Background: an optimization exercise with open tools, aiming at small area, a short achievable clock period and few clock cycles per item. Do not read the settings as production practice.
Only simulation tests tie the RTL to the original design; equivalence was not proved.
Power is estimated from default activity; no workload was simulated.

==> flow/design.v (outline; a module is shown in full before it is edited, if it fits) <==
// module binary_adder: 5 lines
// module adder_subtracter: 13 lines
// module mux2: 6 lines
// module sb16: 36 lines
// module ROM1: 15 lines
// module ROM2: 24 lines
// module mask_d: 43 lines
// module ACC: 121 lines
// module top_ALU: 31 lines
// module addressb: 50 lines
// module primitives: 405 lines
// module top_primitives: 24 lines
// module inversion_rom: 21 lines
// module inversion_new: 145 lines
// module instruction_decoder: 69 lines
// module scalarconv_tnaf: 528 lines
// module scalarconv_top: 37 lines
// module processor: 63 lines
// module program_rom: 94 lines
// module ecsm_fsm: 215 lines
// module ecsm_processor: 24 lines
module ecsm_processor(clk, rst, en_ecsm, done_ecsm, addr, doutb, dina, wea);
  // ...
==> flow/run.sh <==
#!/bin/bash
# synth_recipe.tcl (not shown) runs the flow's synth.tcl, then flattens the netlist and writes it again
# the make line also repeats each setting of config.mk as NAME=value (left out here)
make -C /OpenROAD-flow-scripts/flow DESIGN_CONFIG=/design/flow/config.mk WORK_HOME=/design/flow/orfs CLKGATE_MAP_FILE= SYNTH_SCRIPT=/design/flow/synth_recipe.tcl finish
==> flow/config.mk <==
export PLATFORM = sky130hd
export DESIGN_NAME = ecsm_processor
export DESIGN_NICKNAME = ecsm_processor
export VERILOG_FILES = /design/flow/design.v
export SDC_FILE = /design/flow/constraint.sdc
export NUM_CORES = 4
export LEC_CHECK = 0
export CAP_MARGIN = 20
export CORE_MARGIN = 2
export CORE_UTILIZATION = 40
export SLEW_MARGIN = 20
==> flow/constraint.sdc <==
create_clock -name core_clock -period 10.0 [get_ports {clk}]
set_input_delay 2.0000 -clock core_clock [delete_from_list [all_inputs] [get_ports {clk}]]
set_output_delay 2.0000 -clock core_clock [all_outputs]
set_load 0.01 [all_outputs]
==> impl_metrics.py, run 1 <==
metrics = {
    "routing": {
        "route.detailed.drc": 0,
        "ant_nets": 0,
        "drt_iter0_markers": 2893,
        "drt_pass1_iterations": 6,
        "dr_total_vias": 22500,
        "routed.top_layer": "met4",
    },
    "global_routing": {
        "grt_first_pass_wirelength_um": 120000,
    },
    "synth": {
        "synth-compound-area-share_pct": 23.1,
        "synth_top_family_by_area": "simple AND/OR/NAND/NOR gates",
        "yosys.area.top_type_share_pct": 15.5,
        "synth-seq-cells": 204,
        "yosysMostFrequentCell": "nand2_1",
        "synth_top_cell_by_area": "dfxtp_1",
        "synth_area_um2": 21700,
    },
    "layout": {
        "fin_nets": 3050,
        "design.seq.count": 204,
        "instances_no_fill": 3668,
        "final_area_um2": 23500,
    },
    "sta": {
        "clock.fmax_ghz": 0.114,
        "fin_setup_tns_ns": 0,
        "relSlewSlack_pct": 26.2,
        "hold_viol": 0,
        "hold_slack_ns": 0.417,
    },
    "cts": {
        "ctsResizeCount": 0,
        "clk_latency_ns": 0.58,
    },
    "place": {
        "dp_hpwl_um": 54300,
        "globalplace.congestion": 0.952,
        "placed_area_um2": 22500,
    },
    "worst_hold_path": {
        "hp-start": "i_processor.SC.SC.rst_d_carry$_DFF_P_",
        "hold_path.class": "register to register",
    },
    "setup_path": {
        "path_depth": 23,
        "cp_top_family": "compound AO/OA/AOI/OAI gates",
    },
    "power_and_ir_drop": {
        "power_switching_mw": 1.42,
        "clkPwrFrac_pct": 29.3,
        "powerDensity_nw_per_um2": 149,
        "p_leak_nw": 8.42,
        "seq_power_mw": 0.994,
    },
    "die": {
        "fp-row-count": 85,
        "die_y_um": 237,
    },
    "run_status": {
        "status": "no timing/DRC/antenna violations",
    },
}
Testbench counts, summed over its fixed seeds: cycles 18,784,258, items 12.
==> module addressb, before the edit <==
module addressb(clk, rst, RdOffset, WtOffset, SCOffset, suspend,
					ROMBaseSel, BaseSel, OffsetSel, Baseen, address_carryin, 
					address);
input clk;
input rst;			 
input [4:0] RdOffset;
input [5:0] WtOffset;
input [4:0] SCOffset;
input suspend;
input [3:0] ROMBaseSel;
input [2:0] BaseSel;
input OffsetSel;
input [1:0] Baseen;
input address_carryin;		 
output [7:0] address;
reg [7:0] RdBase1, RdBase2;
wire [7:0] BasePointer, BaseAddress;
wire [5:0] Offset;
ROM2 BASEPOINTER(ROMBaseSel, BasePointer);
always @(posedge clk)
begin
	if(rst)
		RdBase1 <= 8'd0;
	else if(Baseen==2'd1)
		RdBase1 <= BasePointer;
	else 	
		RdBase1 <= RdBase1;
end
always @(posedge clk)
begin
	if(rst)
		RdBase2 <= 8'd0;
	else if(Baseen==2'd2)
		RdBase2 <= BasePointer;
	else 	
		RdBase2 <= RdBase2;
end
assign BaseAddress = (BaseSel==3'd0) ? RdBase1
                    :(BaseSel==3'd1) ? RdBase2
                    :(BaseSel==3'd2) ? 8'd234
						  :(BaseSel==3'd3) ? BasePointer
                    :(BaseSel==3'd4) ? 8'd243
						  :(BaseSel==3'd5) ? 8'd63
						  :(BaseSel==3'd6) ? 8'd72
						  : 8'd81;						  
assign Offset = (suspend==1'b0) ? {1'b0,SCOffset} 
					:(OffsetSel) ? WtOffset 
					: {1'b0,RdOffset};						  
assign address = BaseAddress + Offset + address_carryin; 
endmodule
==> module processor, before the edit <==
module 	processor(clk, rst, instruction_ready, instruction, op0, op1, op2,
			address, doutb, dina, wea, length_even, done_SC, Tbit_pair, flag_adjustment, instruction_executed,
			state_SC);
input clk, rst;
input instruction_ready;
input [2:0] instruction;
input [3:0] op0, op1, op2;
output [7:0] address;
input [15:0] doutb;
output [15:0] dina;
output wea;
output length_even, done_SC;
output [1:0] Tbit_pair, flag_adjustment;
output instruction_executed;
output [5:0] state_SC;
wire [5:0] state_SC, state_PR;
wire [8:0] length_counter;
wire [15:0] CL, R2, R1;
wire [2:0]state_inv;
wire [7:0] inv_rom_dout;
wire [7:0] count;
wire done_primitive, done_inversion;
wire [8:0] control_group3, control_group3_ins, control_group3_inv;
wire [3:0] BasePtSel;
wire [1:0] Base_en, mode;
wire en_primitive, en_invert, suspend;
wire sel4, sel5, OffsetSel;
wire [4:0] RdOffset, SCOffset;
wire [5:0] WtOffset;
wire [2:0] ROM_sel;
wire [2:0] BaseSel, BaseSel_SC, BaseSel_PR;
wire [8:0] control_group1, control_group1_SC, control_group1_PR;
wire [13:0] control_group2, control_group2_SC;
wire b0_one, b1_zero, M4_out0;				
wire [1:0] Tbit_pair, flag_adjustment;
wire wea, wea_SC, wea_PR, address_carryin;
wire Tbit_no_sign, rst_d_carry, LSB_store;
instruction_decoder  INS_DEC(clk, rst, instruction_ready, Tbit_ready,
									  instruction, op0, op1, op2, done_primitive, done_inversion,
							 		  control_group3_ins, en_invert, suspend,
									  instruction_executed);
scalarconv_top	 SC(clk, rst, suspend, Tbit_no_sign, b0_one, b1_zero, M4_out0, flag_adjustment,
	  	 rst_d_carry, control_group1_SC, control_group2_SC, wea_SC, address_carryin, BaseSel_SC, SCOffset,
		 length_even, Tbit_ready, done_SC,
		 state_SC, length_counter);
inversion_new	IN(clk, ~en_invert, done_primitive, 
							control_group3_inv, done_inversion, 
							state_inv, inv_rom_dout, count);
top_primitives	 PR(clk, ~en_primitive, mode,
							control_group1_PR, sel4, sel5, ROM_sel, wea_PR, BaseSel_PR,
							RdOffset, WtOffset, OffsetSel, done_primitive, state_PR);
top_ALU			ALU(clk, rst, rst_d_carry, control_group1, control_group2, mode, sel4, sel5, ROM_sel, 
			    LSB_store, Tbit_no_sign, doutb, dina, b0_one, b1_zero, Tbit_pair, M4_out0, flag_adjustment,
       			    CL, R2, R1);
addressb		ADDR(clk, rst, RdOffset, WtOffset, SCOffset, suspend,
			     BasePtSel, BaseSel, OffsetSel, Base_en, address_carryin, address);					  
assign control_group1 = (suspend==1'b0) ? control_group1_SC : control_group1_PR;
assign control_group2 = control_group2_SC;
assign control_group3 = (en_invert) ? control_group3_inv : control_group3_ins;
assign wea = (suspend==1'b0) ? wea_SC: wea_PR;					  
assign BaseSel = (suspend==1'b0) ? BaseSel_SC : BaseSel_PR;
assign {BasePtSel, Base_en, mode, en_primitive} = control_group3;
endmodule
==> run 2: changes to the inputs <==
--- a/flow/design.v
+++ b/flow/design.v
@@ -295,5 +295,5 @@
 module addressb(clk, rst, RdOffset, WtOffset, SCOffset, suspend,
 					ROMBaseSel, BaseSel, OffsetSel, Baseen, address_carryin, 
-					address);
+					address, RdBase1, RdBase2, BasePointer);
 input clk;
 input rst;			 
@@ -308,6 +308,7 @@
 input address_carryin;		 
 output [7:0] address;
-reg [7:0] RdBase1, RdBase2;
-wire [7:0] BasePointer, BaseAddress;
+output reg [7:0] RdBase1, RdBase2;
+output [7:0] BasePointer;
+wire [7:0] BaseAddress;
 wire [5:0] Offset;
 ROM2 BASEPOINTER(ROMBaseSel, BasePointer);
@@ -343,432 +344,265 @@
 assign address = BaseAddress + Offset + address_carryin; 
 endmodule
-module primitives(clk, rst, mode,
-						en1, en2, clr1, clr2, sel3, sel6, mask, Cen, Cshift, wea, BaseSel,
-					   sel4, sel5, OffsetSel, RdOffset, WtOffset, ROM_sel, done, state);
+module fau(clk, rst, mode, baseA, baseB, baseD, doutb, addr, dina, wea, done);
 input clk, rst;
-input [1:0] mode;		 
-output reg en1, en2, clr1, clr2, sel3, sel4, sel5, sel6, mask, Cen, Cshift, wea;
-output reg [2:0] ROM_sel;
-output reg [1:0] BaseSel;
-output reg OffsetSel;
-output [4:0] RdOffset;
-output [5:0] WtOffset;
+input [1:0] mode;
+input [7:0] baseA, baseB, baseD;
+input [15:0] doutb;
+output [7:0] addr;
+output reg [15:0] dina;
+output wea;
 output done;
-output [5:0] state;
-reg [5:0] C1;
-reg [4:0] C2;
-reg C1inc, C2inc, C2init, RdOffsetSel, C1sel;
-reg [5:0] state, nextstate;
-reg [3:0] C2initR;
-reg C1rst, C2rst;
-reg flag;
-wire [5:0] C1_plus1, C1_wire;
-wire [4:0] C1_sub_17, C1_sub_C2, C2_initial, C1_minus18;
-wire carry, C1_half, C1_full, C2_full, C1_minus18_carry;
-assign {carry, C1_sub_17} = C1_plus1 - 5'd17;
-assign C2_initial = (carry) ? 5'd0 : C1_sub_17;
-assign C1_wire = (C1sel) ? C1_plus1 : C1;
-assign C1_sub_C2 = C1_wire - C2;
-assign RdOffset = (RdOffsetSel) ? C1_sub_C2 : C2;
-assign {C1_minus18_carry,C1_minus18} = C1 - 5'd18;
-assign WtOffset = (C1_minus18_carry) ? C1 : C1_minus18;
-assign C1_plus1 = C1 + 1'b1;
-always @(posedge clk)
+localparam [7:0] TEMP = 8'd234;
+localparam [3:0] S_IDLE = 4'd0, S_MUL = 4'd1, S_MULEND = 4'd2, S_SQR = 4'd3, S_ADD = 4'd4,
+                 S_CPY = 4'd5, S_REDP = 4'd6, S_RED = 4'd7, S_DONE = 4'd8;
+localparam [3:0] T_NONE = 4'd0, T_RD = 4'd1, T_PE = 4'd2, T_PO = 4'd3, T_RDB = 4'd4,
+                 T_RDC = 4'd5, T_P34 = 4'd6, T_P35 = 4'd7, T_P17 = 4'd8, T_RH = 4'd9,
+                 T_MW0 = 4'd10, T_MW1 = 4'd11, T_SW0 = 4'd12, T_SW1 = 4'd13, T_SQL = 4'd14,
+                 T_WX = 4'd15;
+reg [3:0] state;
+reg [4:0] i, ia, jb, p;
+reg [1:0] slot;
+reg nxtA, bnd, podd, firstel;
+reg [1:0] wq;
+reg [7:0] addr_r;
+reg we_r;
+reg [3:0] tag1, tag2;
+reg [1:0] gs1, gs2;      
+reg [7:0] n_addr;
+reg n_we;
+reg [3:0] n_tag;
+reg [1:0] n_gs;
+assign addr = addr_r;
+assign wea = we_r;
+assign done = (state == S_DONE);
+function [7:0] loc;
+input [5:0] w;
+input [7:0] bd;
 begin
-	if(C2rst)
-		C2 <= 5'd0;
-	else if(C2init)
-		C2 <= C2_initial;
-	else if(C2inc)
-		C2 <= C2 + 1'b1;
-	else
-		C2 <= C2;
+  if (w < 6'd18) loc = TEMP + {2'b00, w};
+  else loc = bd + {2'b00, w} - 8'd18;
 end
-always @(posedge clk)
-begin
-	if(C1rst)
-		C1 <= 6'd0;
-	else if(C1inc)
-		C1 <= C1_plus1;
-	else
-		C1 <= C1;
-end		
-always @(posedge clk)
-begin
-	if(rst)
-		C2initR <= 4'b0000;
-	else
-		C2initR <= {C2initR[2:0],C2init};
-end		
-always @(posedge clk)
-begin
-	if(rst || (state==6'd4))
-		flag <= 1'b0;
-	else if(state==6'd7 || state==6'd27 || state==6'd33)
-		flag <= 1'b1;
-	else
-		flag <= flag;
+endfunction
+wire [5:0] cw = {p, 1'b0};              
+wire [4:0] pn = p + 5'd1;
+wire [5:0] cn = {pn, 1'b0} - 6'd17;    
+wire elemA = nxtA;
+wire is_bnd = nxtA ? (ia == 5'd17) : (jb == 5'd0);
+wire last_el = bnd;
+always @* begin
+  n_addr = addr_r;
+  n_we = 1'b0;
+  n_tag = T_NONE;
+  n_gs = 2'd0;
+  case (state)
+    S_MUL: begin
+      if (wq != 2'd0) begin
+        n_we = 1'b1;
+        if (wq == 2'd2) begin n_tag = T_MW0; n_addr = loc(cw - 6'd2, baseD); end
+        else begin n_tag = T_MW1; n_addr = loc(cw - 6'd1, baseD); end
+      end else begin
+        n_addr = nxtA ? (baseA + {3'b000, ia}) : (baseB + {3'b000, jb});
+        n_tag = firstel ? T_RD : (podd ? T_PO : T_PE);
+      end
+    end
+    S_MULEND: begin
+      if (slot == 2'd1) begin n_we = 1'b1; n_tag = T_MW0; n_addr = loc(cw, baseD); end
+      else if (slot == 2'd2) begin n_we = 1'b1; n_tag = T_MW1; n_addr = loc(cw + 6'd1, baseD); end
+    end
+    S_SQR: begin
+      if (slot == 2'd0) begin
+        if (i != 5'd18) begin n_tag = T_RD; n_addr = baseA + {3'b000, i}; end
+      end else if (slot == 2'd1) begin
+        if (i != 5'd0) begin n_we = 1'b1; n_tag = T_SW0; n_addr = loc({i, 1'b0} - 6'd2, baseD); end
+      end else begin
+        if (i != 5'd0) begin n_we = 1'b1; n_tag = T_SW1; n_addr = loc({i, 1'b0} - 6'd1, baseD); end
+        else n_tag = T_SQL;
+      end
+    end
+    S_ADD: begin
+      if (slot == 2'd0) begin
+        if (i != 5'd18) begin n_tag = T_RD; n_addr = baseA + {3'b000, i}; end
+      end else if (slot == 2'd1) begin
+        if (i != 5'd18) begin n_tag = T_RDB; n_addr = baseB + {3'b000, i}; end
+      end else begin
+        if (i != 5'd0) begin n_we = 1'b1; n_tag = T_WX; n_addr = baseD + {3'b000, i} - 8'd1; end
+      end
+    end
+    S_CPY: begin
+      if (slot == 2'd0) begin
+        if (i != 5'd18) begin n_tag = T_RDC; n_addr = baseA + {3'b000, i}; end
+      end else begin
+        if (i != 5'd0) begin n_we = 1'b1; n_tag = T_WX; n_addr = baseD + {3'b000, i} - 8'd1; end
+      end
+    end
+    S_REDP: begin
+      case (slot)
+        2'd0: begin n_tag = T_RD;  n_addr = baseD + 8'd15; end
+        2'd1: begin n_tag = T_P34; n_addr = baseD + 8'd16; end
+        2'd2: begin n_tag = T_P35; n_addr = baseD + 8'd17; end
+        default: begin n_tag = T_P17; n_addr = TEMP + 8'd17; end
+      endcase
+    end
+    S_RED: begin
+      if (slot == 2'd0) begin
+        if (i != 5'd18) begin n_tag = T_RD; n_addr = TEMP + {3'b000, i}; end
+      end else if (slot == 2'd1) begin
+        if (i != 5'd18) begin
+          n_tag = T_RH; n_addr = baseD + {3'b000, i};
+          n_gs = (i == 5'd0) ? 2'd1 : (i == 5'd1) ? 2'd2 : (i == 5'd17) ? 2'd3 : 2'd0;
+        end
+      end else begin
+        if (i != 5'd0) begin n_we = 1'b1; n_tag = T_WX; n_addr = baseD + {3'b000, i} - 8'd1; end
+      end
+    end
+    default: ;
+  endcase
 end
-always @(posedge clk)
-begin
-	if(rst)
-		state <= 6'd0;
-	else
-		state <= nextstate;
-end		
-assign C1_full = (C1==6'd34) ? 1'b1 : 1'b0;
-assign C2_full = ((C2==5'd17) | (C2==C1)) ? 1'b1 : 1'b0;
-assign C1_half = (C1==6'd17) ? 1'b1 : 1'b0;
-always @(state or C1_half or C2_full or C2initR or C1_minus18_carry or flag or mode)
+always @(posedge clk) begin
+  if (rst) begin
+    state <= S_IDLE;
+    i <= 5'd0; slot <= 2'd0; p <= 5'd0;
+    ia <= 5'd0; jb <= 5'd1; nxtA <= 1'b0; bnd <= 1'b0; podd <= 1'b1; firstel <= 1'b1;
+    wq <= 2'd0;
+  end else begin
+    case (state)
+      S_IDLE: begin
+        i <= 5'd0; slot <= 2'd0; p <= 5'd0;
+        ia <= 5'd0; jb <= 5'd1; nxtA <= 1'b0; bnd <= 1'b0; podd <= 1'b1; firstel <= 1'b1;
+        wq <= 2'd0;
+        case (mode)
+          2'd0: state <= S_MUL;
+          2'd1: state <= S_SQR;
+          2'd2: state <= S_ADD;
+          default: state <= S_CPY;
+        endcase
+      end
+      S_MUL: begin
+        if (wq != 2'd0) wq <= wq - 2'd1;
+        else begin
+          if (nxtA) ia <= ia + 5'd1; else jb <= jb - 5'd1;
+          nxtA <= ~nxtA;
+          if (!firstel) podd <= ~podd;
+          firstel <= 1'b0;
+          if (is_bnd) bnd <= 1'b1;
+          if (last_el) begin
+            bnd <= 1'b0;
+            firstel <= 1'b1;
+            if (p == 5'd17) begin
+              state <= S_MULEND; slot <= 2'd0;
+            end else begin
+              p <= p + 5'd1;
+              wq <= 2'd0;
+              if (pn <= 5'd8) begin
+                nxtA <= 1'b0; ia <= 5'd0; jb <= {pn[3:0], 1'b1}; podd <= 1'b1;
+              end else begin
+                nxtA <= 1'b1; ia <= cn[4:0]; jb <= 5'd17; podd <= 1'b0;
+              end
+            end
+          end else if (firstel && p != 5'd0) begin
+            wq <= 2'd2;
+          end
+        end
+      end
+      S_MULEND: begin
+        if (slot == 2'd2) begin state <= S_REDP; slot <= 2'd0; end
+        else slot <= slot + 2'd1;
+      end
+      S_SQR: begin
+        if (slot == 2'd2) begin
+          slot <= 2'd0;
+          if (i == 5'd18) begin state <= S_REDP; i <= 5'd0; end
+          else i <= i + 5'd1;
+        end else slot <= slot + 2'd1;
+      end
+      S_ADD: begin
+        if (slot == 2'd2) begin
+          slot <= 2'd0;
+          if (i == 5'd18) state <= S_DONE;
+          else i <= i + 5'd1;
+        end else slot <= slot + 2'd1;
+      end
+      S_CPY: begin
+        if (slot == 2'd1) begin
+          slot <= 2'd0;
+          if (i == 5'd18) state <= S_DONE;
+          else i <= i + 5'd1;
+        end else slot <= slot + 2'd1;
+      end
+      S_REDP: begin
+        if (slot == 2'd3) begin state <= S_RED; slot <= 2'd0; i <= 5'd0; end
+        else slot <= slot + 2'd1;
+      end
+      S_RED: begin
+        if (slot == 2'd2) begin
+          slot <= 2'd0;
+          if (i == 5'd18) state <= S_DONE;
+          else i <= i + 5'd1;
+        end else slot <= slot + 2'd1;
+      end
+      default: ;
+    endcase
+  end
+end
+always @(posedge clk) begin
+  if (rst) begin
+    we_r <= 1'b0; tag1 <= T_NONE; tag2 <= T_NONE; gs1 <= 2'd0; gs2 <= 2'd0;
+  end else begin
+    we_r <= n_we; tag1 <= n_tag; tag2 <= tag1; gs1 <= n_gs; gs2 <= gs1;
+  end
+  addr_r <= n_addr;
+end
+reg [15:0] W, X, SQ, Hm;
+reg [30:0] acc_e, acc_o;
+reg [14:0] prev_hi;
+reg [10:0] G;
+wire [30:0] prod;
+sb16 mul(W, doutb, prod);
+wire [15:0] Ht = {doutb[10:0], SQ[15:11]};             
+wire [15:0] Ft = Ht ^ {Ht[10:0], Hm[15:11]} ^ {Ht[8:0], Hm[15:9]} ^ {Ht[3:0], Hm[15:4]};
+wire [15:0] H17 = {doutb[10:0], W[15:11]};            
+wire [15:0] F17 = H17 ^ {H17[10:0], Hm[15:11]} ^ {H17[8:0], Hm[15:9]} ^ {H17[3:0], Hm[15:4]};
+wire [15:0] F18w = (H17 >> 11) ^ (H17 >> 9) ^ (H17 >> 4);
+wire [5:0]  F18 = F18w[5:0];
+wire [15:0] Gf0 = {5'd0, G} ^ {G, 5'd0} ^ {G[8:0], 7'd0} ^ {G[3:0], 12'd0};
+wire [15:0] Gf1 = {14'd0, G[10:9]} ^ {9'd0, G[10:4]};
+wire [15:0] Rt0 = W ^ Ft ^ ((gs2 == 2'd1) ? Gf0 : (gs2 == 2'd2) ? Gf1 : 16'd0);
+wire [15:0] Rt = (gs2 == 2'd3) ? {5'd0, Rt0[10:0]} : Rt0;
+always @(posedge clk) begin
+  case (tag2)
+    T_RD:  W <= doutb;
+    T_PE: begin acc_e <= acc_e ^ prod; W <= doutb; end
+    T_PO: begin acc_o <= acc_o ^ prod; W <= doutb; end
+    T_RDB: X <= W ^ doutb;
+    T_RDC: X <= doutb;
+    T_P34: begin Hm <= {doutb[10:0], W[15:11]}; W <= doutb; end
+    T_P35: G <= {F18, F17[15:11]};
+    T_P17: begin SQ <= doutb; Hm <= 16'd0; end
+    T_RH: begin X <= Rt; Hm <= Ht; SQ <= doutb; end
+    default: ;
+  endcase
+  if (tag1 == T_MW1 || rst) begin
+    acc_e <= 31'd0; acc_o <= 31'd0;
+    prev_hi <= rst ? 15'd0 : acc_o[30:16];
+  end
+  if (tag1 == T_SW1 || tag1 == T_SQL) SQ <= W;
+end
+function [15:0] spread8;
+input [7:0] a;
+integer k;
 begin
-	case(state)
-	6'd0: begin   
-				C1inc<=1'b0; C2inc<=1'b0; C2init<=1'b0; C1rst<=1'b1; C2rst<=1'b1;
-				RdOffsetSel<=1'b0; BaseSel<=2'd0; OffsetSel<=1'b0; C1sel<=1'b0;
-				en1<=1'b0; en2<=1'b0; clr1<=1'b1; clr2<=1'b1; ROM_sel<=3'd0;
-				sel3<=1'b1; sel4<=1'b1; sel5<=1'b0; sel6<=1'b0; mask<=1'b0; Cen<=1'b1; Cshift<=1'b0; wea<=1'b0;
-			end
-	6'd1: begin   
-				C1inc<=1'b0; C2inc<=1'b0; C2init<=1'b0; C1rst<=1'b0; C2rst<=1'b0;
-				RdOffsetSel<=1'b0; BaseSel<=2'd0; OffsetSel<=1'b0; C1sel<=1'b0;
-				en1<=1'b0; clr1<=1'b0; clr2<=1'b0; ROM_sel<=3'd0;
-				sel3<=1'b1; sel4<=1'b1; sel5<=1'b0; sel6<=1'b0; mask<=1'b0; Cen<=1'b0; Cshift<=1'b0; wea<=1'b0;
-				if(C2initR[3]) en2<=1'b0; else en2<=1'b1;
-			end
-	6'd2: begin   
-				C1inc<=1'b0;  C1rst<=1'b0; C2rst<=1'b0;
-				RdOffsetSel<=1'b1; BaseSel<=2'd1; OffsetSel<=1'b0;
-				en1<=1'b1; en2<=1'b0; clr1<=1'b0; clr2<=1'b0; ROM_sel<=3'd1;
-				sel3<=1'b1; sel4<=1'b0; sel5<=1'b1; sel6<=1'b0; mask<=1'b0; Cen<=1'b1; Cshift<=1'b0; wea<=1'b0;
-				if(C2_full && C2initR[1]==1'b0) begin C2inc<=1'b0; C2init<=1'b1; end
-				else begin C2inc<=1'b1; C2init<=1'b0; end
-				if(C2initR[1]) C1sel<=1'b1; else C1sel<=1'b0;
-			end
-	6'd3: begin   
-				C1inc<=1'b1; C2inc<=1'b0; C2init<=1'b0;  C1rst<=1'b0; C2rst<=1'b0;
-				RdOffsetSel<=1'b0; OffsetSel<=1'b1; C1sel<=1'b0;
-				en1<=1'b0; en2<=1'b1; clr1<=1'b0; clr2<=1'b0; ROM_sel<=3'd0;
-				sel3<=1'b1; sel4<=1'b1; sel5<=1'b0; Cen<=1'b0; Cshift<=1'b1; wea<=1'b1;
-				if(C1_minus18_carry) begin BaseSel<=2'd2; sel6<=1'b0; end 
-				else begin BaseSel<=2'd3; sel6<=1'b1; end 
-				if(C1_half) mask<=1'b1; else mask<=1'b0; 
-			end
-	6'd4: begin   
-				C1inc<=1'b0; C2inc<=1'b0; C2init<=1'b0;  C1rst<=1'b0; C2rst<=1'b0;
-				RdOffsetSel<=1'b1; BaseSel<=2'd3; OffsetSel<=1'b1; C1sel<=1'b0;
-				en1<=1'b0; en2<=1'b0; clr1<=1'b0; clr2<=1'b0; ROM_sel<=3'd0;
-				sel3<=1'b1; sel4<=1'b1; sel5<=1'b0; sel6<=1'b1; mask<=1'b0; Cen<=1'b0; Cshift<=1'b1; wea<=1'b1;
-			end
-	6'd5: begin   
-				C1inc<=1'b0; C2inc<=1'b0; C2init<=1'b0;  C1rst<=1'b1; C2rst<=1'b1;
-				RdOffsetSel<=1'b0; BaseSel<=2'd3; OffsetSel<=1'b0; C1sel<=1'b0;
-				en1<=1'b0; en2<=1'b0; clr1<=1'b0; clr2<=1'b0; ROM_sel<=3'd0;
-				sel3<=1'b1; sel4<=1'b1; sel5<=1'b0; sel6<=1'b0; mask<=1'b0; Cen<=1'b1; Cshift<=1'b0; wea<=1'b0;
-			end
-	6'd6: begin   
-				C1inc<=1'b0; C2inc<=1'b0; C2init<=1'b0;  C1rst<=1'b0; C2rst<=1'b0;
-				RdOffsetSel<=1'b0; BaseSel<=2'd2; OffsetSel<=1'b0; C1sel<=1'b0;
-				en1<=1'b0; en2<=1'b0; clr1<=1'b0; clr2<=1'b0; ROM_sel<=3'd0;
-				sel3<=1'b1; sel4<=1'b1; sel5<=1'b1; sel6<=1'b0; mask<=1'b0; Cen<=1'b0; Cshift<=1'b0; wea<=1'b0;
-			end			
-	6'd7: begin   
-				C1inc<=1'b0; C2inc<=1'b0; C2init<=1'b0;  C1rst<=1'b0; C2rst<=1'b0;
-				RdOffsetSel<=1'b0; BaseSel<=2'd3; OffsetSel<=1'b0; C1sel<=1'b0;
-				en1<=1'b0; clr1<=1'b0; clr2<=1'b0; ROM_sel<=3'd0;
-				sel3<=1'b1; sel4<=1'b1; sel5<=1'b1; sel6<=1'b0; mask<=1'b0; Cen<=1'b0; Cshift<=1'b0; wea<=1'b0;
-				if(flag) en2<=1'b0; else en2<=1'b1; 
-			end			
-	6'd8: begin   
-				C1inc<=1'b0; C2inc<=1'b0; C2init<=1'b0;  C1rst<=1'b0; C2rst<=1'b0;
-				RdOffsetSel<=1'b0; BaseSel<=2'd3; OffsetSel<=1'b0; C1sel<=1'b0;
-				en1<=1'b0; en2<=1'b1; clr1<=1'b0; clr2<=1'b0; ROM_sel<=3'd1;
-				sel3<=1'b1; sel4<=1'b1; sel5<=1'b1; sel6<=1'b0; mask<=1'b0; Cen<=1'b1; Cshift<=1'b0; wea<=1'b0;
-			end			
-	6'd9: begin   
-				C1inc<=1'b0; C2inc<=1'b0; C2init<=1'b0;  C1rst<=1'b0; C2rst<=1'b0;
-				RdOffsetSel<=1'b0; BaseSel<=2'd3; OffsetSel<=1'b0; C1sel<=1'b0;
-				en1<=1'b0; en2<=1'b0; clr1<=1'b0; clr2<=1'b0; ROM_sel<=3'd1;
-				sel3<=1'b1; sel4<=1'b1; sel5<=1'b1; sel6<=1'b0; mask<=1'b0; Cen<=1'b1; Cshift<=1'b0; wea<=1'b0;
-			end
-	6'd10: begin   
-				C1inc<=1'b0; C2inc<=1'b0; C2init<=1'b0;  C1rst<=1'b0; C2rst<=1'b0;
-				RdOffsetSel<=1'b0; BaseSel<=2'd3; OffsetSel<=1'b0; C1sel<=1'b0;
-				en1<=1'b0; en2<=1'b0; clr1<=1'b0; clr2<=1'b0; ROM_sel<=3'd2;
-				sel3<=1'b1; sel4<=1'b1; sel5<=1'b1; sel6<=1'b0; mask<=1'b0; Cen<=1'b1; Cshift<=1'b0; wea<=1'b0;
-			end
-	6'd11: begin   
-				C1inc<=1'b0; C2inc<=1'b1; C2init<=1'b0;  C1rst<=1'b0; C2rst<=1'b0;
-				RdOffsetSel<=1'b0; BaseSel<=2'd3; OffsetSel<=1'b0; C1sel<=1'b0;
-				en1<=1'b0; en2<=1'b0; clr1<=1'b0; clr2<=1'b0; ROM_sel<=3'd3;
-				sel3<=1'b1; sel4<=1'b1; sel5<=1'b1; sel6<=1'b0; mask<=1'b0; Cen<=1'b1; Cshift<=1'b0; wea<=1'b0;
-			end			
-	6'd12: begin   
-				C1inc<=1'b0; C2inc<=1'b0; C2init<=1'b0;  C1rst<=1'b0; C2rst<=1'b0;
-				RdOffsetSel<=1'b0; BaseSel<=2'd2; OffsetSel<=1'b0; C1sel<=1'b0;
-				en1<=1'b0; en2<=1'b0; clr1<=1'b0; clr2<=1'b0; ROM_sel<=3'd4;
-				sel3<=1'b1; sel4<=1'b1; sel5<=1'b1; sel6<=1'b0; mask<=1'b0; Cen<=1'b1; Cshift<=1'b0; wea<=1'b0;
-			end
-	6'd13: begin   
-				C1inc<=1'b1; C2inc<=1'b0; C2init<=1'b0; 
-				RdOffsetSel<=1'b0; BaseSel<=2'd3; OffsetSel<=1'b1; C1sel<=1'b0;	 
-				en1<=1'b0; en2<=1'b1; clr1<=1'b0; clr2<=1'b0; ROM_sel<=3'd4;
-				sel3<=1'b1; sel4<=1'b1; sel5<=1'b1; sel6<=1'b0; Cen<=1'b0; Cshift<=1'b1; wea<=1'b1;
-				if(C1_half) begin mask<=1'b1; C1rst<=1'b1; C2rst<=1'b1; end
-				else begin mask<=1'b0; C1rst<=1'b0; C2rst<=1'b0; end
-			end
-	6'd14: begin   
-				C1inc<=1'b0; C2inc<=1'b0; C2init<=1'b0; C1rst<=1'b0; C2rst<=1'b0;
-				RdOffsetSel<=1'b0; BaseSel<=2'd2; OffsetSel<=1'b1; C1sel<=1'b0;	 
-				en1<=1'b0; en2<=1'b0; clr1<=1'b0; clr2<=1'b0; ROM_sel<=3'd0;
-				sel3<=1'b1; sel4<=1'b1; sel5<=1'b0; sel6<=1'b1; mask<=1'b0; Cen<=1'b1; Cshift<=1'b0; wea<=1'b1;
-			end
-	6'd15: begin   
-				C1inc<=1'b0; C2inc<=1'b0; C2init<=1'b0; C1rst<=1'b0; C2rst<=1'b0;
-				RdOffsetSel<=1'b0; BaseSel<=2'd3; OffsetSel<=1'b0; C1sel<=1'b0;	 
-				en1<=1'b0; en2<=1'b0; clr1<=1'b0; clr2<=1'b0; ROM_sel<=3'd0;
-				sel3<=1'b1; sel4<=1'b1; sel5<=1'b1; sel6<=1'b0; mask<=1'b0; Cen<=1'b0; Cshift<=1'b0; wea<=1'b0;
-			end
-	6'd16: begin   
-				C1inc<=1'b0; C2inc<=1'b0; C2init<=1'b0; C1rst<=1'b0; C2rst<=1'b0;
-				RdOffsetSel<=1'b0; BaseSel<=2'd2; OffsetSel<=1'b0; C1sel<=1'b0;	 
-				en1<=1'b0; en2<=1'b1; clr1<=1'b0; clr2<=1'b0; ROM_sel<=3'd0;
-				sel3<=1'b1; sel4<=1'b1; sel5<=1'b1; sel6<=1'b0; mask<=1'b0; Cen<=1'b0; Cshift<=1'b0; wea<=1'b0;
-			end
-	6'd17: begin   
-				C1inc<=1'b0; C2inc<=1'b0; C2init<=1'b0; C1rst<=1'b0; C2rst<=1'b0;
-				RdOffsetSel<=1'b0; BaseSel<=2'd3; OffsetSel<=1'b0; C1sel<=1'b0;
-				en1<=1'b0; en2<=1'b1; clr1<=1'b0; clr2<=1'b0; ROM_sel<=3'd1;
-				sel3<=1'b1; sel4<=1'b1; sel5<=1'b1; sel6<=1'b0; mask<=1'b0; Cen<=1'b1; Cshift<=1'b0; wea<=1'b0;
-			end
-	6'd18: begin   
-				C1inc<=1'b0; C2inc<=1'b0; C2init<=1'b0; C1rst<=1'b0; C2rst<=1'b0;
-				RdOffsetSel<=1'b0; BaseSel<=2'd3; OffsetSel<=1'b0; C1sel<=1'b0;
-				en1<=1'b0; en2<=1'b0; clr1<=1'b0; clr2<=1'b0; ROM_sel<=3'd1;
-				sel3<=1'b1; sel4<=1'b1; sel5<=1'b1; sel6<=1'b0; mask<=1'b0; Cen<=1'b1; Cshift<=1'b0; wea<=1'b0;
-			end
-	6'd19: begin   
-				C1inc<=1'b0; C2inc<=1'b0; C2init<=1'b0; C1rst<=1'b0; C2rst<=1'b0;
-				RdOffsetSel<=1'b0; BaseSel<=2'd3; OffsetSel<=1'b0; C1sel<=1'b0;
-				en1<=1'b0; en2<=1'b0; clr1<=1'b0; clr2<=1'b0; ROM_sel<=3'd2;
-				sel3<=1'b1; sel4<=1'b1; sel5<=1'b1; sel6<=1'b0; mask<=1'b0; Cen<=1'b1; Cshift<=1'b0; wea<=1'b0;
-			end
-	6'd20: begin   
-				C1inc<=1'b0; C2inc<=1'b1; C2init<=1'b0; C1rst<=1'b0; C2rst<=1'b0;
-				RdOffsetSel<=1'b0; BaseSel<=2'd3; OffsetSel<=1'b0; C1sel<=1'b0;
-				en1<=1'b0; en2<=1'b0; clr1<=1'b0; clr2<=1'b0; ROM_sel<=3'd3;
-				sel3<=1'b1; sel4<=1'b1; sel5<=1'b1; sel6<=1'b0; mask<=1'b0; Cen<=1'b1; Cshift<=1'b0; wea<=1'b0;
-			end
-	6'd21: begin   
-				C1inc<=1'b0; C2inc<=1'b0; C2init<=1'b0; C1rst<=1'b0; C2rst<=1'b0;
-				RdOffsetSel<=1'b0; BaseSel<=2'd3; OffsetSel<=1'b0; C1sel<=1'b0;	 
-				en1<=1'b0; en2<=1'b0; clr1<=1'b0; clr2<=1'b0; ROM_sel<=3'd4;
-				sel3<=1'b1; sel4<=1'b1; sel5<=1'b1; sel6<=1'b0; mask<=1'b0; Cen<=1'b1; Cshift<=1'b0; wea<=1'b0;
-			end
-	6'd22: begin   
-				C1inc<=1'b1; C2inc<=1'b0; C2init<=1'b0; C1rst<=1'b0; C2rst<=1'b0;
-				RdOffsetSel<=1'b0; BaseSel<=2'd3; OffsetSel<=1'b1; C1sel<=1'b0;	 
-				en1<=1'b0; en2<=1'b1; clr1<=1'b0; clr2<=1'b0; ROM_sel<=3'd4;
-				sel3<=1'b1; sel4<=1'b1; sel5<=1'b1; sel6<=1'b0; mask<=1'b0; Cen<=1'b0; Cshift<=1'b1; wea<=1'b1;
-			end			
-	6'd23: begin   
-				C1inc<=1'b0; C2inc<=1'b0; C2init<=1'b0; C1rst<=1'b0; C2rst<=1'b0;
-				RdOffsetSel<=1'b0; BaseSel<=2'd3; OffsetSel<=1'b0; C1sel<=1'b0;
-				en1<=1'b0; en2<=1'b0; clr1<=1'b0; clr2<=1'b0; ROM_sel<=3'd1;
-				sel3<=1'b1; sel4<=1'b1; sel5<=1'b1; sel6<=1'b0; mask<=1'b0; Cen<=1'b1; Cshift<=1'b0; wea<=1'b0;
-			end
-	6'd24: begin   
-				C1inc<=1'b0; C2inc<=1'b0; C2init<=1'b0; C1rst<=1'b1; C2rst<=1'b1;
-				RdOffsetSel<=1'b0; BaseSel<=2'd3; OffsetSel<=1'b1; C1sel<=1'b0;	 
-				en1<=1'b0; en2<=1'b1; clr1<=1'b0; clr2<=1'b0; ROM_sel<=3'd0;
-				sel3<=1'b1; sel4<=1'b1; sel5<=1'b1; sel6<=1'b0; mask<=1'b0; Cen<=1'b1; Cshift<=1'b0; wea<=1'b1;
-			end			
-	6'd25: begin   
- 				C1inc<=1'b0; C2inc<=1'b0; C2init<=1'b0; C1rst<=1'b0; C2rst<=1'b0;
-				RdOffsetSel<=1'b0; BaseSel<=2'd0; OffsetSel<=1'b0; C1sel<=1'b0;
-				en1<=1'b0; en2<=1'b0; clr1<=1'b0; clr2<=1'b0; ROM_sel<=3'd0;
-				sel3<=1'b1; sel4<=1'b0; sel5<=1'b0; sel6<=1'b1; mask<=1'b0; Cen<=1'b0; Cshift<=1'b0; wea<=1'b0;
-			end
-	6'd26: begin   
- 				C2inc<=1'b0; C2init<=1'b0; C1rst<=1'b0; C2rst<=1'b0;
-				RdOffsetSel<=1'b0; OffsetSel<=1'b1; C1sel<=1'b0;
-				en1<=1'b1; en2<=1'b1; clr1<=1'b0; clr2<=1'b0; ROM_sel<=3'd0;
-				sel3<=1'b1; sel4<=1'b0; sel5<=1'b0; Cen<=1'b0; 
-				if(flag) begin wea<=1'b1; C1inc<=1'b1; Cshift<=1'b1; end 
-				else begin wea<=1'b0; C1inc<=1'b0; Cshift<=1'b0; end		
-				if(C1_minus18_carry) begin BaseSel<=2'd2; sel6<=1'b0; end 
-				else begin BaseSel<=2'd3; sel6<=1'b1; end 
-				if(C1_half) mask<=1'b1; else mask<=1'b0; 				
-			end
-	6'd27: begin   
- 				C2inc<=1'b1; C2init<=1'b0; C1rst<=1'b0; C2rst<=1'b0;
-				RdOffsetSel<=1'b0; OffsetSel<=1'b1; C1sel<=1'b0;
-				en1<=1'b0; en2<=1'b0; clr1<=1'b0; clr2<=1'b0; ROM_sel<=3'd0;
-				sel3<=1'b1; sel4<=1'b0; sel5<=1'b0; Cen<=1'b1; Cshift<=1'b0;
-				if(flag) begin wea<=1'b1; C1inc<=1'b1; end
-				else begin wea<=1'b0; C1inc<=1'b0; end
-				if(C1_minus18_carry) begin BaseSel<=2'd2; sel6<=1'b0; end 
-				else begin BaseSel<=2'd3; sel6<=1'b1; end 
-				if(C1_half) mask<=1'b1; else mask<=1'b0; 				
-			end
-	6'd28: begin   
- 				C1inc<=1'b0; C2inc<=1'b0; C2init<=1'b0; C1rst<=1'b0; C2rst<=1'b0;
-				RdOffsetSel<=1'b0; BaseSel<=2'd0; OffsetSel<=1'b0; C1sel<=1'b0;
-				en1<=1'b0; en2<=1'b0; clr1<=1'b0; clr2<=1'b0; ROM_sel<=3'd1;
-				sel3<=1'b1; sel4<=1'b1; sel5<=1'b1; sel6<=1'b0; mask<=1'b0; Cen<=1'b1; Cshift<=1'b0; wea<=1'b0;
-			end
-	6'd29: begin   
- 				C2init<=1'b0; C1rst<=1'b0; C2rst<=1'b0;
-				RdOffsetSel<=1'b0; BaseSel<=2'd3; OffsetSel<=1'b1; C1sel<=1'b0;	 
-				en1<=1'b0; en2<=1'b1; clr1<=1'b0; clr2<=1'b0; ROM_sel<=3'd1;
-				sel3<=1'b1; sel4<=1'b1; sel5<=1'b0; sel6<=1'b0; mask<=1'b0; Cen<=1'b0; Cshift<=1'b0; 
-				if(flag & (mode==2'd2)) begin wea<=1'b1; C1inc<=1'b1; end
-				else begin wea<=1'b0; C1inc<=1'b0; end
-				if(mode==2'd3) C2inc<=1'b1; else C2inc<=1'b0;  
-			end
-	6'd30: begin   
- 				C1inc<=1'b0; C2inc<=1'b1; C2init<=1'b0; C1rst<=1'b0; C2rst<=1'b0;
-				RdOffsetSel<=1'b0; BaseSel<=2'd1; OffsetSel<=1'b0; C1sel<=1'b0;
-				en1<=1'b0; en2<=1'b0; clr1<=1'b0; clr2<=1'b0; ROM_sel<=3'd1;
-				sel3<=1'b1; sel4<=1'b1; sel5<=1'b0; sel6<=1'b0; mask<=1'b0; Cen<=1'b0; Cshift<=1'b0; wea<=1'b0;
-			end			
-	6'd31: begin   
- 				C1inc<=1'b0; C2inc<=1'b0; C2init<=1'b0; C1rst<=1'b0; C2rst<=1'b0;
-				RdOffsetSel<=1'b0; BaseSel<=2'd0; OffsetSel<=1'b0; C1sel<=1'b0;
-				en1<=1'b0; en2<=1'b1; clr1<=1'b0; clr2<=1'b0; ROM_sel<=3'd1;
-				sel3<=1'b1; sel4<=1'b1; sel5<=1'b0; sel6<=1'b0; mask<=1'b0; Cen<=1'b1; Cshift<=1'b0; wea<=1'b0;
-			end
-	6'd32: begin   
- 				C1inc<=1'b0; C2init<=1'b0; C1rst<=1'b0; C2rst<=1'b0;
-				RdOffsetSel<=1'b0; BaseSel<=2'd1; OffsetSel<=1'b0; C1sel<=1'b0;
-				en1<=1'b0; en2<=1'b1; clr1<=1'b0; clr2<=1'b0; ROM_sel<=3'd1;
-				sel3<=1'b1; sel4<=1'b1; sel6<=1'b0; mask<=1'b0; Cen<=1'b1; Cshift<=1'b0; wea<=1'b0;
-				if(mode==2'd2) begin C2inc<=1'b1;  sel5<=1'b1; end
-				else begin C2inc<=1'b0; sel5<=1'b0; end
-			end
-	6'd33: begin   
- 				C1inc<=1'b1; C2inc<=1'b0; C2init<=1'b0; C1rst<=1'b0; C2rst<=1'b0;
-				RdOffsetSel<=1'b0; BaseSel<=2'd3; OffsetSel<=1'b1; C1sel<=1'b0;	 
-				en1<=1'b0; en2<=1'b1; clr1<=1'b0; clr2<=1'b0; ROM_sel<=3'd1;
-				sel3<=1'b1; sel4<=1'b1; sel5<=1'b0; sel6<=1'b0; mask<=1'b0; Cen<=1'b1; Cshift<=1'b0; wea<=1'b1;
-			end			
-	6'd63: begin   
-				C1inc<=1'b0; C2inc<=1'b0; C2init<=1'b0;  C1rst<=1'b0; C2rst<=1'b0;
-				RdOffsetSel<=1'b1; BaseSel<=2'd0; OffsetSel<=1'b0; C1sel<=1'b1; 
-				en1<=1'b0; en2<=1'b0; clr1<=1'b0; clr2<=1'b0; ROM_sel<=3'd0;
-				sel3<=1'b1; sel4<=1'b1; sel5<=1'b1; sel6<=1'b0; mask<=1'b0; Cen<=1'b0; Cshift<=1'b0; wea<=1'b0;
-			end
-	default: begin
-				C1inc<=1'b0; C2inc<=1'b0; C2init<=1'b0; C1rst<=1'b0; C2rst<=1'b0;
-				RdOffsetSel<=1'b1; BaseSel<=2'd0; OffsetSel<=1'b0; C1sel<=1'b1; 
-				en1<=1'b0; en2<=1'b0; clr1<=1'b0; clr2<=1'b0; ROM_sel<=3'd0;
-				sel3<=1'b1; sel4<=1'b1; sel5<=1'b1; sel6<=1'b0; mask<=1'b0; Cen<=1'b0; Cshift<=1'b0; wea<=1'b0;
-			end
-	endcase
+  spread8 = 16'd0;
+  for (k = 0; k < 8; k = k + 1) spread8[2*k] = a[k];
 end
-always @(state or mode or C1_full or C2initR or C1_half or flag)
-begin	
-	case(state)
-	6'd0 : begin 
-				if(mode==2'd0) 
-					nextstate <= 6'd1;
-				else if(mode==2'd1)
-					nextstate <= 6'd25;
-				else	 
-					nextstate <= 6'd28;
-			end		
-	6'd1 : nextstate <= 6'd2;
-	6'd2 : begin
-				if(C2initR[1] | C1_full)
-					nextstate <= 6'd3;
-				else
-					nextstate <= 6'd1;
-			end
-	6'd3 : begin
-				if(C1_full)
-					nextstate <= 6'd4;
-				else
-					nextstate <= 6'd1;
-			end		
-	6'd4: nextstate <= 6'd5;
-	6'd5: nextstate <= 6'd6;
-	6'd6: nextstate <= 6'd7;
-	6'd7: nextstate <= 6'd8;
-	6'd8: nextstate <= 6'd9;
-	6'd9: nextstate <= 6'd10;
-	6'd10: nextstate <= 6'd11;	
-	6'd11: nextstate <= 6'd12;
-	6'd12: nextstate <= 6'd13;
-	6'd13 : begin
-				if(C1_half)
-					nextstate <= 6'd14;
-				else
-					nextstate <= 6'd7;
-			end
-	6'd14: nextstate <= 6'd15;	
-	6'd15: nextstate <= 6'd16;	
-	6'd16: nextstate <= 6'd17;	
-	6'd17: nextstate <= 6'd18;	
-	6'd18: nextstate <= 6'd19;	
-	6'd19: nextstate <= 6'd20;		
-	6'd20: nextstate <= 6'd21;	
-	6'd21: nextstate <= 6'd22;	
-	6'd22: nextstate <= 6'd23;
-	6'd23: nextstate <= 6'd24;
-	6'd24: nextstate <= 6'd63;
-	6'd25: nextstate <= 6'd26;	
-	6'd26: begin
-				if(C1_full)
-					nextstate <= 6'd4;	 
-				else
-					nextstate <= 6'd27;
-			end	
-	6'd27: nextstate <= 6'd25;
-	6'd28: nextstate <= 6'd29;
-	6'd29: begin
-				if(C1_half & (mode==2'd2))
-					nextstate <= 6'd63;
-				else if(mode==2'd3)
-					nextstate <= 6'd32;
-				else
-					nextstate <= 6'd30;
-			end		
-	6'd30: nextstate <= 6'd31;
-	6'd31: nextstate <= 6'd32;
-	6'd32: nextstate <= 6'd33;
-	6'd33: begin
-				if(C1_half & (mode==2'd3))
-					nextstate <= 6'd63;
-				else
-					nextstate <= 6'd28;
-			end
-	6'd63: nextstate <= 6'd63;	
-	default: nextstate <= 6'd63;
-	endcase
+endfunction
+always @* begin
+  case (tag1)
+    T_MW0: dina = acc_e[15:0] ^ {1'b0, prev_hi};
+    T_MW1: dina = acc_o[15:0] ^ {1'b0, acc_e[30:16]};
+    T_SW0: dina = spread8(SQ[7:0]);
+    T_SW1: dina = spread8(SQ[15:8]);
+    default: dina = X;
+  endcase
 end
-assign done = (state==6'd63) ? 1'b1 : 1'b0;	
-endmodule
-module top_primitives(clk, rst, mode,
-							ALU_control_group1, sel4, sel5, ROM_sel, wea, BaseSel,
-							RdOffset, WtOffset, OffsetSel, done, state);
-input clk, rst;
-input [1:0] mode;		 
-output [8:0] ALU_control_group1;
-output sel4, sel5;
-output [2:0] ROM_sel;
-output wea; 
-output [2:0] BaseSel;
-output [4:0] RdOffset;
-output [5:0] WtOffset;
-output OffsetSel;
-output done;
-output [5:0] state;
-wire en1, en2, clr1, clr2, sel3, sel6, mask, Cen, Cshift, wea;
-wire [1:0] BaseSel1;
-wire [2:0] BaseSel;
-assign BaseSel = {1'b0, BaseSel1};
-primitives	 prim(clk, rst, mode,
-						en1, en2, clr1, clr2, sel3, sel6, mask, Cen, Cshift, wea, BaseSel1,
-					   sel4, sel5, OffsetSel, RdOffset, WtOffset, ROM_sel, done, state);
-assign ALU_control_group1 = {en1, en2, clr1, clr2, sel3, sel6, mask, Cen, Cshift};
 endmodule
 module inversion_rom(address, dout);
@@ -1587,8 +1421,8 @@
 output instruction_executed;
 output [5:0] state_SC;
-wire [5:0] state_SC, state_PR;
+wire [5:0] state_SC;
 wire [8:0] length_counter;
 wire [15:0] CL, R2, R1;
-wire [2:0]state_inv;
+wire [2:0] state_inv;
 wire [7:0] inv_rom_dout;
 wire [7:0] count;
@@ -1598,40 +1432,43 @@
 wire [1:0] Base_en, mode;
 wire en_primitive, en_invert, suspend;
-wire sel4, sel5, OffsetSel;
-wire [4:0] RdOffset, SCOffset;
-wire [5:0] WtOffset;
-wire [2:0] ROM_sel;
-wire [2:0] BaseSel, BaseSel_SC, BaseSel_PR;
-wire [8:0] control_group1, control_group1_SC, control_group1_PR;
+wire [4:0] SCOffset;
+wire [2:0] BaseSel_SC;
+wire [8:0] control_group1, control_group1_SC;
 wire [13:0] control_group2, control_group2_SC;
-wire b0_one, b1_zero, M4_out0;				
+wire b0_one, b1_zero, M4_out0;
 wire [1:0] Tbit_pair, flag_adjustment;
-wire wea, wea_SC, wea_PR, address_carryin;
+wire wea_SC, address_carryin;
 wire Tbit_no_sign, rst_d_carry, LSB_store;
+wire [7:0] address_SC, RdBase1, RdBase2, BasePointer;
+wire [15:0] dina_ALU;
+wire [7:0] address_F;
+wire [15:0] dina_F;
+wire wea_F;
 instruction_decoder  INS_DEC(clk, rst, instruction_ready, Tbit_ready,
-									  instruction, op0, op1, op2, done_primitive, done_inversion,
-							 		  control_group3_ins, en_invert, suspend,
-									  instruction_executed);
+				  instruction, op0, op1, op2, done_primitive, done_inversion,
+				  control_group3_ins, en_invert, suspend,
+				  instruction_executed);
 scalarconv_top	 SC(clk, rst, suspend, Tbit_no_sign, b0_one, b1_zero, M4_out0, flag_adjustment,
 	  	 rst_d_carry, control_group1_SC, control_group2_SC, wea_SC, address_carryin, BaseSel_SC, SCOffset,
 		 length_even, Tbit_ready, done_SC,
 		 state_SC, length_counter);
-inversion_new	IN(clk, ~en_invert, done_primitive, 
-							control_group3_inv, done_inversion, 
-							state_inv, inv_rom_dout, count);
-top_primitives	 PR(clk, ~en_primitive, mode,
-							control_group1_PR, sel4, sel5, ROM_sel, wea_PR, BaseSel_PR,
-							RdOffset, WtOffset, OffsetSel, done_primitive, state_PR);
-top_ALU			ALU(clk, rst, rst_d_carry, control_group1, control_group2, mode, sel4, sel5, ROM_sel, 
-			    LSB_store, Tbit_no_sign, doutb, dina, b0_one, b1_zero, Tbit_pair, M4_out0, flag_adjustment,
+inversion_new	IN(clk, ~en_invert, done_primitive,
+				control_group3_inv, done_inversion,
+				state_inv, inv_rom_dout, count);
+fau		FU(clk, rst | ~en_primitive, mode, RdBase1, RdBase2, BasePointer,
+		   doutb, address_F, dina_F, wea_F, done_primitive);
+top_ALU			ALU(clk, rst, rst_d_carry, control_group1, control_group2, mode, 1'b1, 1'b0, 3'd0,
+			    LSB_store, Tbit_no_sign, doutb, dina_ALU, b0_one, b1_zero, Tbit_pair, M4_out0, flag_adjustment,
        			    CL, R2, R1);
-addressb		ADDR(clk, rst, RdOffset, WtOffset, SCOffset, suspend,
-			     BasePtSel, BaseSel, OffsetSel, Base_en, address_carryin, address);					  
-assign control_group1 = (suspend==1'b0) ? control_group1_SC : control_group1_PR;
+addressb		ADDR(clk, rst, 5'd0, 6'd0, SCOffset, suspend,
+			     BasePtSel, (suspend==1'b0) ? BaseSel_SC : 3'd0, 1'b0, Base_en, address_carryin, address_SC,
+			     RdBase1, RdBase2, BasePointer);
+assign control_group1 = (suspend==1'b0) ? control_group1_SC : 9'b001110010;
 assign control_group2 = control_group2_SC;
 assign control_group3 = (en_invert) ? control_group3_inv : control_group3_ins;
-assign wea = (suspend==1'b0) ? wea_SC: wea_PR;					  
-assign BaseSel = (suspend==1'b0) ? BaseSel_SC : BaseSel_PR;
 assign {BasePtSel, Base_en, mode, en_primitive} = control_group3;
+assign address = (suspend==1'b0) ? address_SC : address_F;
+assign dina = (suspend==1'b0) ? dina_ALU : dina_F;
+assign wea = (suspend==1'b0) ? wea_SC : wea_F;
 endmodule
 module program_rom(prog_addr, inst, addr_opa, addr_opb, addr_res);
==> impl_metrics.py, run 2 <==
metrics = {
    "synth": {
        "synth_edf_count": 125,
        "synth_top_family_by_area": "simple AND/OR/NAND/NOR gates",
        "yosysWarningCount": 13,
        "syn_inst": 3977,
        "yosys.area.top_type_share_pct": 15.4,
        "synth_cell_type_count": 109,
        "yosys.area_share.simple_pct": 21.5,
        "yosysMostFrequentCell": "nand2_1",
        "ys_seq_area_share_pct": 27.5,
        "synth_area_um2": 31000,
        "synthArstFlopShare_pct": 0,
        "synth_top_cell_by_area": "dfxtp_1",
        "synth_fp_nets": 4163,
        "synthTopCellsByCount": "545 x nand2_1, 401 x nor2_1, 335 x xnor2_1",
        "synth_xor_area_share_pct": 15.0,
        "syn_avg_cell_area_um2": 7.80,
        "ys.flop_type": "dfxtp_1",
        "synth_area_leaders": "dfxtp_1 15%, edfxtp_1 12%, xnor2_1 9.5%",
        "synth-compound-area-share_pct": 19.9,
        "synthMuxAreaShare_pct": 3.69,
        "synth-seq-cells": 363,
        "synthAdderAreaFrac_pct": 7.08,
    },
    "routing": {
        "drt-vias-per-instance": 5.96,
        "drt_pass1_iterations": 8,
        "drt_iter0_markers": 3448,
        "dr_total_vias": 29300,
        "totalWireLength_um": 106000,
        "wl_per_cell_um": 21.5,
        "ant_nets": 0,
        "route.detailed.drc": 0,
    },
    "sta": {
        "slew_viol_final": 0,
        "hold_slack_ns": 0.417,
        "finalClockSkew_ns": 0.0792,
        "relSlewSlack_pct": 26.5,
        "tightest_slew_ns": 1.10,
        "clock.fmax_ghz": 0.124,
        "hold_viol": 0,
        "setup_violations": 0,
        "fin_setup_tns_ns": 0,
        "fin_crit_sh_pct": 80.4,
        "grt_setup_unrepaired": "false",
        "min_period_ns": 8.04,
    },
    "layout": {
        "fin_nets": 4036,
        "syn_to_final_growth_pct": 8.58,
        "diodes": 0,
        "drive_gt1_share_pct": 6.41,
        "final_cell_mix": "545 x nand2_1, 399 x nor2_1, 335 x xnor2_1",
        "layout_commonest_cell": "nand2_1",
        "instances_no_fill": 4927,
        "fill_cells": 7865,
    },
    "die": {
        "dieArea_um2": 79800,
        "top_level_ports": 45,
        "fp-row-count": 102,
        "initial_utilization_pct": 40.2,
        "die_y_um": 283,
        "core_area_um2": 77100,
        "die_width_um": 283,
    },
    "cts": {
        "cts.sinks": 363,
        "clock-root-buffer": "clkbuf_16",
        "ctsHoldBuffers": 0,
        "numCtsBuffers": 45,
        "ctsResizeCount": 0,
        "postCtsSetupRepairBufs": 0,
        "cts.clk_slew.worst_paths_ns": 0.06,
        "htree_levels": 2,
        "clockBufferDepth": 3,
        "clk_latency_ns": 0.63,
        "cts_tree": "done",
    },
    "place": {
        "placedCellCount": 4843,
        "dp_hpwl_um": 72900,
        "io_buffers": 44,
        "globalplace.congestion": 0.963,
    },
    "setup_path": {
        "slowest_delay_ns": 0.62,
        "cpMaxStageDelayCell": "and4bb_1",
        "r2r-start": "i_processor.SC.SC.state[1]$_SDFFE_PP0P_",
        "crit_fanout": 17,
        "r2r_cells": 19,
        "arrival_ns": 6.04,
        "reg2reg_to": "i_processor.ALU.AL.carryout1$_DFFE_PP_",
        "worstSetupPathType": "register to output pin",
        "reg2reg_setup_slack_ns": 3.83,
        "crit_top_cell": "a21o_1",
        "critPathCaptureType": "output pin",
        "worstPathRequired_ns": 8.00,
        "critPathLaunchType": "register",
        "crit_chain": "ha_1 > and4bb_1 > o211ai_1 > o21ai_1 > inv_1 > ha_1 > a211o_1 > o31ai_2 > buf_4 > a31oi_1 > o21ai_0 > nand2_1 > ha_1 > a21o_1 > a21o_1 > a21o_1 > a21o_1 > nor4b_1 > xor2_1 > o21ai_1 > clkdlybuf4s50_1",
    },
    "power_and_ir_drop": {
        "p_leak_nw": 12.8,
        "peakVddDrop_v": 0.000176,
        "powerDensity_nw_per_um2": 175,
        "finalPower_mw": 5.88,
    },
    "worst_hold_path": {
        "hp-start": "i_processor.SC.SC.rst_d_carry$_DFF_P_",
        "hold_path.class": "register to register",
        "min_path_cells": 1,
        "hold_path_end": "i_processor.ALU.AL.mskd.d_carry$_SDFFE_PP0P_",
    },
    "global_routing": {
        "grt_max_degree": 78,
        "grt_pass1_vias": 27000,
        "grt_usage_pct": 26.0,
        "antenna_found_initial": 1,
        "overflow": 0,
        "grt_first_pass_wirelength_um": 163000,
    },
    "run_status": {
        "status": "no timing/DRC/antenna violations",
    },
    "flow_run": {
        "maxCapViolations": 0,
    },
}
==> run 2: where the power goes <==
group / leakage [nW] / switching [mW] / internal, mW
logic: 8.95 / 1.59 / 0.938
registers: 3.15 / 0.0849 / 1.59
clock network: 0.740 / 0.714 / 0.965
total: 12.8 / 2.39 / 3.50
==> run 2: through the flow <==
stage / instance area (µm²) / utilization, % / setup WS [ns]
after floorplan: 31000 / - / 3.93
after global placement: 32100 / 41.7 / 2.65
after detailed placement: 32100 / 41.7 / 2.63
after CTS: 33700 / 43.7 / 2.03
after global routing: 33700 / 43.7 / 1.58
final: 33700 / 43.7 / 1.96
==> run 2: layout make-up <==
cell class	count	area (µm²)	share of cell area, %
clock buffer	57	1230	3.66
clock inverter	27	288	0.854
inverter	131	492	1.46
multi-input combinational	3199	20900	62.1
sequential	363	8520	25.3
tap	1040	1300	3.86
timing repair buffer	110	931	2.76
==> run 2: worst max path at each step <==
stage | end | startpoint | cells past startpoint | slack [ns]
2_1_floorplan | addr[7] | i_processor.INS_DEC.state[1]$_SDFF_PP0_ | 20 | 3.93
3_3_place_gp | addr[7] | i_processor.INS_DEC.state[1]$_SDFF_PP0_ | 21 | 2.65
3_5_place_dp | addr[7] | i_processor.INS_DEC.state[1]$_SDFF_PP0_ | 21 | 2.63
4_1_cts | addr[7] | i_processor.INS_DEC.state[1]$_SDFF_PP0_ | 21 | 2.03
5_1_grt | addr[6] | i_processor.INS_DEC.state[1]$_SDFF_PP0_ | 21 | 1.58
6_report | addr[7] | i_processor.INS_DEC.state[1]$_SDFF_PP0_ | 21 | 1.96
==> run 2: logic make-up (layout without fill, tap and decap cells) <==
kind of cell | after synthesis | after routing
AND/OR/NAND/NOR | 1433 | 1433
multiplexers | 109 | 109
adder cells (fa/ha/maj) | 168 | 168
AO/OA/AOI/OAI | 958 | 958
XOR/XNOR | 531 | 531
flip-flops | 363 | 363
buffers and inverters | 415 | 325
==> run 2: metal layers <==
layer	wire length [µm]	global-route usage (%)
met5	0	0
met4	3400	8.36
met3	9650	3.95
met2	45800	39.4
met1	47000	37.5
==> run 2: critical path, delay by kind of cell (launching register included) <==
| family | cells | cell delay (ns) |
|---|---|---|
| flip-flops | 1 | 0.39 |
| adder cells (fa/ha/maj) | 3 | 0.82 |
| AND/OR/NAND/NOR | 3 | 0.89 |
| buffers and inverters | 3 | 0.94 |
| AO/OA/AOI/OAI | 11 | 2.25 |
| XOR/XNOR | 1 | 0.18 |
Testbench counts of run 2, summed over its fixed seeds: cycles 11,328,828, items 12.

separate check: timing with driven ports:
The results above use ideal ports. As a check the final layouts listed here were re-extracted and re-timed, cells and wires unchanged.
Step 1, drivers: a clkbuf_16 drives clk and a buf_2 each remaining input, both assumed.
Step 2, shift: input delay + t, output delay - t, t = (earliest + latest rising clock arrival at the registers) / 2. This alone moves slack from input paths to output paths.
Three values: no drivers, after step 1, after step 2; two values: the first two.
run | t (ns) | slack for setup (ns) | hold slack, ns | clock arrival spread, ns | pins driven straight from the clock port
run 1 | 0.635 | 1.255 / 1.188 / 1.824 | 0.417 / 0.417 / 0.417 | 0.029 / 0.029 | 1
run 2 | 0.658 | 1.964 / 1.893 / 2.551 | 0.417 / 0.417 / 0.417 | 0.079 / 0.079 | 1
After both steps setup and hold are still met in every run listed.
